This design comes from an exercise in tuning for small area on the open sky130 flow, not from production work. Function was checked by simulation only, so behaviour that the tests miss may differ from the original. No activity file was given, so power comes from the tool's default toggle rates.

// FPAdder
module FPAdder(
  input             clk,
  input      [31:0] A_56,
  input      [31:0] B_56,
  output reg [31:0] sum_56
);
export LEC_CHECK = 0
export CAP_MARGIN = 20
export CORE_MARGIN = 2
export CORE_UTILIZATION = 40
export GPL_TIMING_DRIVEN = 0
export PLACE_DENSITY = 0.8
export SLEW_MARGIN = 20
create_clock -name core_clock -period 4.0 [get_ports {clk}]
standard.sh (not shown) runs the stock make flow with config.mk's settings and CLKGATE_MAP_FILE= SYNTH_SCRIPT=/design/flow/synth_recipe.tcl, a recipe that flattens the netlist after the stock synthesis.
==> flow/flow/run.sh <==
#!/bin/bash
# Layout flow: the standard ORFS flow (standard.sh) with two changes:
#  - synthesis maps the logic with the ABC script flow/abc.script; the rest of
#    synthesis (register mapping, flattening, renaming) is the standard
#    synthesis script, unchanged;
#  - the port buffers are plain buf_1 cells.
# Each tool's output goes to the ORFS logs under orfs/logs/; make's own output
# to flow_make.log here.
set -euo pipefail
here=$(pwd)
# ORFS's synth.tcl with only the ABC script replaced
sed 's|^source \$::env(SCRIPTS_DIR)/synth_preamble.tcl$|&\nset abc_args [lreplace $abc_args 1 1 '"$here"'/flow/abc.script]|' \
  "$FLOW_HOME/scripts/synth.tcl" > "$here/synth_area.tcl"
grep -q "flow/abc.script" "$here/synth_area.tcl"
# The standard flow's synthesis script, sourcing the copy above
sed 's|source \$::env(SCRIPTS_DIR)/synth.tcl|source '"$here"'/synth_area.tcl|' \
  synth_recipe.tcl > "$here/synth_recipe_area.tcl"
grep -q "synth_area.tcl" "$here/synth_recipe_area.tcl"
bash standard.sh "SYNTH_SCRIPT=$here/synth_recipe_area.tcl" \
  "BUFFER_PORTS_ARGS=-buffer_cell sky130_fd_sc_hd__buf_1" \
  "CTS_ARGS=-sink_clustering_enable -repair_clock_nets -dont_use_dummy_load -sink_clustering_size 30 -sink_clustering_max_diameter 100 -buf_list sky130_fd_sc_hd__clkbuf_8" finish > flow_make.log 2>&1
==> flow/flow/abc.script <==
&get -n
&st
&dch
&nf -R 100
&st
&syn2
&if -g -K 6
&synch2
&nf -R 100
&st
&syn2
&if -g -K 6
&synch2
&nf -R 100
&st
&syn2
&if -g -K 6
&synch2
&nf -R 100
&st
&syn2
&if -g -K 6
&synch2
&nf -R 100
&st
&syn2
&if -g -K 6
&synch2
&nf -R 100
&put
buffer -c
topo
stime -c
upsize -c
dnsize -c
Then changed:
--- a/flow/flow/abc.script
+++ b/flow/flow/abc.script
@@ -4 +4 @@
-&nf -R 100
+&nf -R 50
@@ -9 +9 @@
-&nf -R 100
+&nf -R 50
@@ -14 +14 @@
-&nf -R 100
+&nf -R 50
@@ -19 +19 @@
-&nf -R 100
+&nf -R 50
@@ -24 +24 @@
-&nf -R 100
+&nf -R 50
@@ -29 +29 @@
-&nf -R 100
+&nf -R 50
- CAP_MARGIN: 20 -> 5
- CTS_BUF_LIST: default -> sky130_fd_sc_hd__clkbuf_8
- CTS_CLUSTER_DIAMETER: default -> 100
- CTS_CLUSTER_SIZE: default -> 40
- PLACE_DENSITY: 0.8 -> default
- SLEW_MARGIN: 20 -> 5
- The new run finished with timing, DRC and antenna clean
- utilization is about the same
- setup slack gets worse by 0.12 ns
- sequential power hardly moves
- hold slack is about the same
- register-to-register slack gets better by 0.11 ns
- synthesized cell count went down by 3.2%
Then changed:
--- a/flow/flow/run.sh
+++ b/flow/flow/run.sh
@@ -20,2 +20 @@
-  "BUFFER_PORTS_ARGS=-buffer_cell sky130_fd_sc_hd__buf_1" \
-  "CTS_ARGS=-sink_clustering_enable -repair_clock_nets -dont_use_dummy_load -sink_clustering_size 30 -sink_clustering_max_diameter 100 -buf_list sky130_fd_sc_hd__clkbuf_8" finish > flow_make.log 2>&1
+  "BUFFER_PORTS_ARGS=-buffer_cell sky130_fd_sc_hd__buf_1" finish > flow_make.log 2>&1
==> flow/flow/abc.script (replaced) <==
strash
&get -n
&st
&dch
&nf -R 1000
&put
topo
buffer -c
topo
upsize -c
dnsize -c
- CAP_MARGIN: 5 -> 20
- GPL_TIMING_DRIVEN: 0 -> default
- SLEW_MARGIN: 5 -> 20
=> The new run completed and failed the layout checks on negative setup slack. Flip-flop and latch count is unchanged. Register-to-register slack loses 1.7 ns. Power increases by 17%.
Then changed:
--- a/flow/flow/run.sh
+++ b/flow/flow/run.sh
@@ -20 +20,2 @@
-  "BUFFER_PORTS_ARGS=-buffer_cell sky130_fd_sc_hd__buf_1" finish > flow_make.log 2>&1
+  "BUFFER_PORTS_ARGS=-buffer_cell sky130_fd_sc_hd__buf_1" \
+  "CTS_ARGS=-sink_clustering_enable -repair_clock_nets -dont_use_dummy_load -sink_clustering_size 30 -sink_clustering_max_diameter 100 -buf_list sky130_fd_sc_hd__clkbuf_8" finish > flow_make.log 2>&1
==> flow/flow/abc.script (replaced) <==
&get -n
&st
&dch
&nf -R 50
&st
&syn2
&if -g -K 6
&synch2
&nf -R 50
&st
&syn2
&if -g -K 6
&synch2
&nf -R 50
&st
&syn2
&if -g -K 6
&synch2
&nf -R 50
&st
&syn2
&if -g -K 6
&synch2
&nf -R 50
&st
&syn2
&if -g -K 6
&synch2
&nf -R 50
&put
buffer -c
topo
stime -c
upsize -c
dnsize -c
- GPL_TIMING_DRIVEN: default -> 0
=>
- The new run produced a clean layout
- fmax increases by 27%
- combinational power decreases by 24%
- final area decreases by 8.3%
- clock skew increases by 0.034 ns
- power decreases by 15%

## static timing again, ports no longer ideal
The flow's constraints put no driver on any port. The routed layouts listed below were extracted and timed again, unchanged, in two steps. Step 1 (the two cells are an assumption about what drives the block):
set clk [get_ports {clk}]
set_driving_cell -lib_cell sky130_fd_sc_hd__clkbuf_16 $clk
set_driving_cell -lib_cell sky130_fd_sc_hd__buf_2 [delete_from_list [all_inputs] $clk]
Step 2 moves the port delays by t, midway between the first and last clock arrival at a register: inputs arrive t later, outputs are due t later. That takes back most of the time a late clock gives input paths. Three values: ideal, step 1, step 2; two values: the first two.
run | t, ns | slack for setup (ns) | worst hold slack (ns) | clock arrival spread, ns | slew at the worst register clock pin (ns)
the first run | 0.465 | 0.230 / 0.246 / -0.219 | 0.292 / 0.292 / 0.292 | 0.049 / 0.048 | 0.11 / 0.11
the second run | 0.455 | 0.113 / 0.126 / -0.329 | 0.295 / 0.295 / 0.295 | 0.052 / 0.052 | 0.11 / 0.11
the third run | 0.483 | -0.938 / -0.938 / -0.938 | 0.332 / 0.332 / 0.332 | 0.018 / 0.018 | 0.11 / 0.11
the fourth run | 0.455 | 0.113 / 0.126 / -0.329 | 0.295 / 0.295 / 0.295 | 0.052 / 0.052 | 0.11 / 0.11
With both steps, setup timing fails in the first run, the second run and the fourth run, where it was met with ideal ports. The setup slack of the first run, which loses most, moves by +0.016 ns with the drivers and by -0.449 ns with both steps.
